Source: an optimization exercise on an open RTL-to-GDS flow (aim: small area). Production flows keep margins and buffers that such runs may drop.
The RTL was checked by simulation tests, not by an equivalence proof against the original design.
Power and IR drop assume default switching activity.

// FreqMod
module FreqMod(
    input signed [17:0] audio_in,
    input ready,
    input clock,
    input reset,
    input [9:0] controls,
    output wire signed [17:0] audio_out,
    output reg [7:0] freq1,
    output reg [7:0] freq2,
    output reg [7:0] freq3,
    output reg [7:0] freq4,
    output reg [7:0] freq5,
    output reg [7:0] freq6,
    output reg [7:0] freq7,
    output reg [4:0] weight1,
    output reg [4:0] weight2,
    output reg [4:0] weight3,
    output reg [4:0] weight4,
    output reg [4:0] weight5,
    output reg [4:0] weight6,
    output reg [4:0] weight7
    );
==> flow/config.mk <==
export PLATFORM = sky130hd
export DESIGN_NAME = FreqMod
export DESIGN_NICKNAME = FreqMod
export VERILOG_FILES = /design/flow/design.v
export SDC_FILE = /design/flow/constraint.sdc
export NUM_CORES = 4
export LEC_CHECK = 0
export ABC_AREA = 1
export CAP_MARGIN = 0
export CORE_MARGIN = 2
export CORE_UTILIZATION = 40
export SLEW_MARGIN = 0
==> flow/constraint.sdc <==
create_clock -name core_clock -period 20.0 [get_ports {clock}]
set_input_delay 4.0000 -clock core_clock [delete_from_list [all_inputs] [get_ports {clock}]]
set_output_delay 4.0000 -clock core_clock [all_outputs]
set_load 0.01 [all_outputs]
standard.sh (not shown) runs the stock make flow with config.mk's settings and CLKGATE_MAP_FILE= SYNTH_SCRIPT=/design/flow/synth_recipe.tcl, a recipe that flattens the netlist after the stock synthesis.
==> flow/flow/run.sh <==
#!/bin/bash
# The standard layout (standard.sh) with three changes:
#  - synthesis maps logic with an area-oriented ABC script (flow/abc_area.script,
#    used in place of ORFS's scripts/abc_area.script; every other script is ORFS's own);
#  - the input and output port buffers use the smallest buffer cell (buf_1);
#  - clock tree synthesis uses clkbuf_8, clusters up to 16 sinks, inserts no dummy loads.
set -euo pipefail
here=$(pwd)
rm -rf "$here/orfs_scripts"
cp -r "$FLOW_HOME/scripts" "$here/orfs_scripts"
cp "$here/flow/abc_area.script" "$here/orfs_scripts/abc_area.script"
export SCRIPTS_DIR="$here/orfs_scripts"
export BUFFER_PORTS_ARGS="-buffer_cell sky130_fd_sc_hd__buf_1"
export CTS_ARGS="-sink_clustering_enable -repair_clock_nets -sink_clustering_size 16 -sink_clustering_max_diameter 100 -dont_use_dummy_load -buf_list \"sky130_fd_sc_hd__clkbuf_8 sky130_fd_sc_hd__clkbuf_16\""
bash standard.sh > standard.log 2>&1
==> flow/flow/abc_area.script <==
strash
dc2
dch -f
map -a
strash
dch -f
amap
topo
dnsize -c
The starting point ran to the end with no violations.
Rerun with:
--- a/flow/flow/run.sh
+++ b/flow/flow/run.sh
@@ -13,3 +13,3 @@
 export BUFFER_PORTS_ARGS="-buffer_cell sky130_fd_sc_hd__buf_1"
-export CTS_ARGS="-sink_clustering_enable -repair_clock_nets -sink_clustering_size 16 -sink_clustering_max_diameter 100 -dont_use_dummy_load -buf_list \"sky130_fd_sc_hd__clkbuf_8 sky130_fd_sc_hd__clkbuf_16\""
+export CTS_ARGS="-sink_clustering_enable -repair_clock_nets -sink_clustering_size 16 -sink_clustering_max_diameter 100 -dont_use_dummy_load -buf_list sky130_fd_sc_hd__clkbuf_8"
 bash standard.sh > standard.log 2>&1
==> flow/flow/abc_area.script (replaced) <==
strash
dc2
dch -f
map -a
strash
dch -f
amap
topo
stime -c
buffer -c
dnsize -c
Sequential share of layout area came out higher by 1.6 points; cell count is about the same; design area decreases by 2.4%; clock power drops by 29%; routed wire length is about the same; critical path depth is unchanged; utilization drops by 1.3 points; global-route usage barely changes.


## run 1
Starting RTL as in the previous note.
Settings: LEC_CHECK=0, ABC_AREA=1, CAP_MARGIN=0, CORE_MARGIN=2, CORE_UTILIZATION=40, SLEW_MARGIN=0; clock period 20.0 ns.
==> flow/flow/run.sh <==
#!/bin/bash
# The standard layout (standard.sh) with three changes:
#  - synthesis maps logic with an area-oriented ABC script (flow/abc_area.script,
#    used in place of ORFS's scripts/abc_area.script; every other script is ORFS's own);
#  - the input and output port buffers use the smallest buffer cell (buf_1);
#  - clock tree synthesis clusters up to 28 sinks and inserts no dummy loads.
set -euo pipefail
here=$(pwd)
rm -rf "$here/orfs_scripts"
cp -r "$FLOW_HOME/scripts" "$here/orfs_scripts"
cp "$here/flow/abc_area.script" "$here/orfs_scripts/abc_area.script"
export SCRIPTS_DIR="$here/orfs_scripts"
export BUFFER_PORTS_ARGS="-buffer_cell sky130_fd_sc_hd__buf_1"
export CTS_ARGS="-sink_clustering_enable -repair_clock_nets -sink_clustering_size 28 -sink_clustering_max_diameter 100 -dont_use_dummy_load"
bash standard.sh > standard.log 2>&1
==> flow/flow/abc_area.script <==
strash
dc2
dch -f
map -a
strash
dch -f
amap
topo
dnsize -c
Run 1 completed every stage of the flow, and the final layout passed the timing, design-rule and antenna checks.
The inputs of run 2 differ from those of run 1 as listed below.
- CORE_UTILIZATION now 70, was 40
diff --git a/flow/flow/run.sh b/flow/flow/run.sh
--- a/flow/flow/run.sh
+++ b/flow/flow/run.sh
@@ -6 +6 @@
-#  - clock tree synthesis clusters up to 28 sinks and inserts no dummy loads.
+#  - clock tree synthesis uses clkbuf_8, clusters up to 16 sinks, inserts no dummy loads.
@@ -14 +14 @@
-export CTS_ARGS="-sink_clustering_enable -repair_clock_nets -sink_clustering_size 28 -sink_clustering_max_diameter 100 -dont_use_dummy_load"
+export CTS_ARGS="-sink_clustering_enable -repair_clock_nets -sink_clustering_size 16 -sink_clustering_max_diameter 100 -dont_use_dummy_load -buf_list sky130_fd_sc_hd__clkbuf_8"
--- outcome ---
On run 2: core utilization is 32 points higher than what run 1 gave.
Compared with run 1, run 2 shows area growth from synthesis to layout lower by 2.6 points.
Detailed route, run 2 vs run 1: via total higher for run 2
Against run 1, run 2 reports a tapcell count that is lower.
diff inputs: run 2 => run 3
- CORE_UTILIZATION: 70 -> 60
diff --git a/flow/flow/run.sh b/flow/flow/run.sh
--- a/flow/flow/run.sh
+++ b/flow/flow/run.sh
@@ -14 +14 @@
-export CTS_ARGS="-sink_clustering_enable -repair_clock_nets -sink_clustering_size 16 -sink_clustering_max_diameter 100 -dont_use_dummy_load -buf_list sky130_fd_sc_hd__clkbuf_8"
+export CTS_ARGS="-sink_clustering_enable -repair_clock_nets -sink_clustering_size 14 -sink_clustering_max_diameter 80 -dont_use_dummy_load -buf_list sky130_fd_sc_hd__clkbuf_8"
[summary]
Run 3 completed end to end with timing, DRC and antenna clean.
Run 3 vs. run 2: number of buffers created by CTS went up 8, ratio of final minimum period to clock period went down 1.8 points, sequential portion of the cell area went down 0.52 points.
Of run 3 and run 2, the lower setup slack belongs to run 2.
| post-detailed-routing wire length | run 3 vs run 2 | 12% lower |
Of run 3 and run 2, run 3 shows the lower met1 usage, with run 2 above it.
Compared with run 2, in run 3 area of the die went up 16%, global-route usage moved down.
The final reports for run 3 and run 2 show clock latency reported for the late side of the worst-skew pair higher in the former.


try-juniper:
FreqMod again, from the RTL that the note above started with.
clock: 20.0 ns
lec_check: 0
abc_area: 1
cap_margin: 0
core_margin: 2
core_utilization: 40
slew_margin: 0
==> flow/flow/run.sh <==
#!/bin/bash
# The standard layout (standard.sh) with three changes:
#  - synthesis maps logic with an area-oriented ABC script (flow/abc_area.script,
#    used in place of ORFS's scripts/abc_area.script; every other script is ORFS's own);
#  - the input and output port buffers use the smallest buffer cell (buf_1);
#  - clock tree synthesis uses clkbuf_8, clusters up to 16 sinks, inserts no dummy loads.
set -euo pipefail
here=$(pwd)
rm -rf "$here/orfs_scripts"
cp -r "$FLOW_HOME/scripts" "$here/orfs_scripts"
cp "$here/flow/abc_area.script" "$here/orfs_scripts/abc_area.script"
export SCRIPTS_DIR="$here/orfs_scripts"
export BUFFER_PORTS_ARGS="-buffer_cell sky130_fd_sc_hd__buf_1"
export CTS_ARGS="-sink_clustering_enable -repair_clock_nets -sink_clustering_size 14 -sink_clustering_max_diameter 80 -dont_use_dummy_load -buf_list sky130_fd_sc_hd__clkbuf_8"
bash standard.sh > standard.log 2>&1
Scripts as last shown in full above: flow/flow/abc_area.script
Both conditions hold for try-juniper: the flow ran to the end and the final layout passed the timing, design-rule and antenna checks.
--- input diff try-juniper..try-garnet ---
- CORE_UTILIZATION changed from 40 to 60
diff --git a/flow/flow/run.sh b/flow/flow/run.sh
--- a/flow/flow/run.sh
+++ b/flow/flow/run.sh
@@ -13,3 +13,3 @@
 export BUFFER_PORTS_ARGS="-buffer_cell sky130_fd_sc_hd__buf_1"
-export CTS_ARGS="-sink_clustering_enable -repair_clock_nets -sink_clustering_size 14 -sink_clustering_max_diameter 80 -dont_use_dummy_load -buf_list sky130_fd_sc_hd__clkbuf_8"
+export CTS_ARGS="-sink_clustering_enable -repair_clock_nets -sink_clustering_size 16 -sink_clustering_max_diameter 100 -dont_use_dummy_load -buf_list sky130_fd_sc_hd__clkbuf_8"
 bash standard.sh > standard.log 2>&1
NOTE via count try-juniper->try-garnet decreased slightly
In the flow results for try-juniper and try-garnet, the routed wire length is larger on try-juniper.
Of try-juniper and try-garnet, the higher via count of the first global-routing pass belongs to try-juniper.
try-garnet vs. try-juniper: clock network fraction of design power now sits lower; power consumption fell about 2%; non-clock buffer count now larger.
#### Input delta (try-harbor over try-garnet)
- setting GPL_TIMING_DRIVEN to 0 for the first time
- setting GPL_ROUTABILITY_DRIVEN to 0 for the first time
Findings:
Result for try-garnet and try-harbor: all clean. Sort try-garnet and try-harbor by final setup slack of the worst path, ascending, and try-harbor comes first. On internal power of the cells, try-garnet and try-harbor are neck and neck. Going from try-garnet to try-harbor, maximum vdd ir drop shrinks by 24%. Status: total placed instance area parity (try-harbor, try-garnet). Taking try-garnet as the reference, in try-harbor total power has decreased, relative area of clock buffers and inverters in the final design saw little to no change, post-layout utilization of the core flat, wire length lost about 5%.
Inputs modified between try-harbor and try-amber:
- removing GPL_TIMING_DRIVEN (formerly 0)
- removing GPL_ROUTABILITY_DRIVEN (formerly 0)
- changing CORE_UTILIZATION from 60 to 40
diff --git a/flow/flow/run.sh b/flow/flow/run.sh
--- a/flow/flow/run.sh
+++ b/flow/flow/run.sh
@@ -13,3 +13,3 @@
 export BUFFER_PORTS_ARGS="-buffer_cell sky130_fd_sc_hd__buf_1"
-export CTS_ARGS="-sink_clustering_enable -repair_clock_nets -sink_clustering_size 16 -sink_clustering_max_diameter 100 -dont_use_dummy_load -buf_list sky130_fd_sc_hd__clkbuf_8"
+export CTS_ARGS="-sink_clustering_enable -repair_clock_nets -sink_clustering_size 18 -sink_clustering_max_diameter 100 -dont_use_dummy_load -buf_list sky130_fd_sc_hd__clkbuf_8"
 bash standard.sh > standard.log 2>&1
[summary]
Relative to try-harbor, share of total power in combinational logic has gone up in try-amber.
Taking try-harbor as the reference, in try-amber number of sequential cells about even; final standard cell area without fillers rose 310 um^2; achievable clock frequency rose about 3%; initial standard-cell utilization of the core fell 20 points.
try-amber against try-harbor: share of final layout cell area taken by non-clock buffers went up 0.20 points; switching part of the total went up 0.68 points; total track usage went down 6.2 points.
Compared to try-harbor, try-amber has met1 layer wirelength in the final routing about 14% higher.
Looking at count of cell instances traversed by the critical path across try-amber and try-harbor, the one that comes out higher is try-harbor.

==> port drivers added, routing unchanged <==
Ports are ideal in the flow. The routed layouts listed here were re-timed in OpenROAD. Step 1, drivers: a clkbuf_16 drives clock and a buf_2 each remaining input, both assumed. Step 2 also shifts input and output timing later by t, the mid clock arrival at the registers, as if the neighbouring blocks saw the same clock. Three values: no drivers, after step 1, after step 2; two values: the first two.
| run | shift t [ns] | setup WS [ns] | clock arrival spread, ns | pins driven straight from the clock port |
|---|---|---|---|---|
| the first run of note 1 | 0.644 | 1.369 / 1.406 / 0.762 | 0.062 / 0.062 | 1 |
| the second run of note 1 | 0.691 | 1.293 / 1.312 / 0.621 | 0.048 / 0.048 | 1 |
| run 1 | 0.578 | 1.324 / 1.357 / 0.779 | 0.097 / 0.096 | 1 |
| run 2 | 0.646 | 0.980 / 1.010 / 0.364 | 0.068 / 0.068 | 1 |
| run 3 | 0.690 | 1.333 / 1.363 / 0.673 | 0.067 / 0.068 | 1 |
| try-juniper | 0.708 | 1.450 / 1.483 / 0.775 | 0.082 / 0.082 | 1 |
| try-garnet | 0.684 | 1.280 / 1.310 / 0.626 | 0.045 / 0.045 | 1 |
| try-harbor | 0.684 | 0.799 / 0.830 / 0.146 | 0.057 / 0.057 | 1 |
| try-amber | 0.686 | 1.392 / 1.430 / 0.744 | 0.052 / 0.052 | 1 |
After both steps setup and hold are still met in every run listed. The setup slack of try-juniper, which loses most, moves by +0.033 ns with the drivers and by -0.675 ns with both steps.
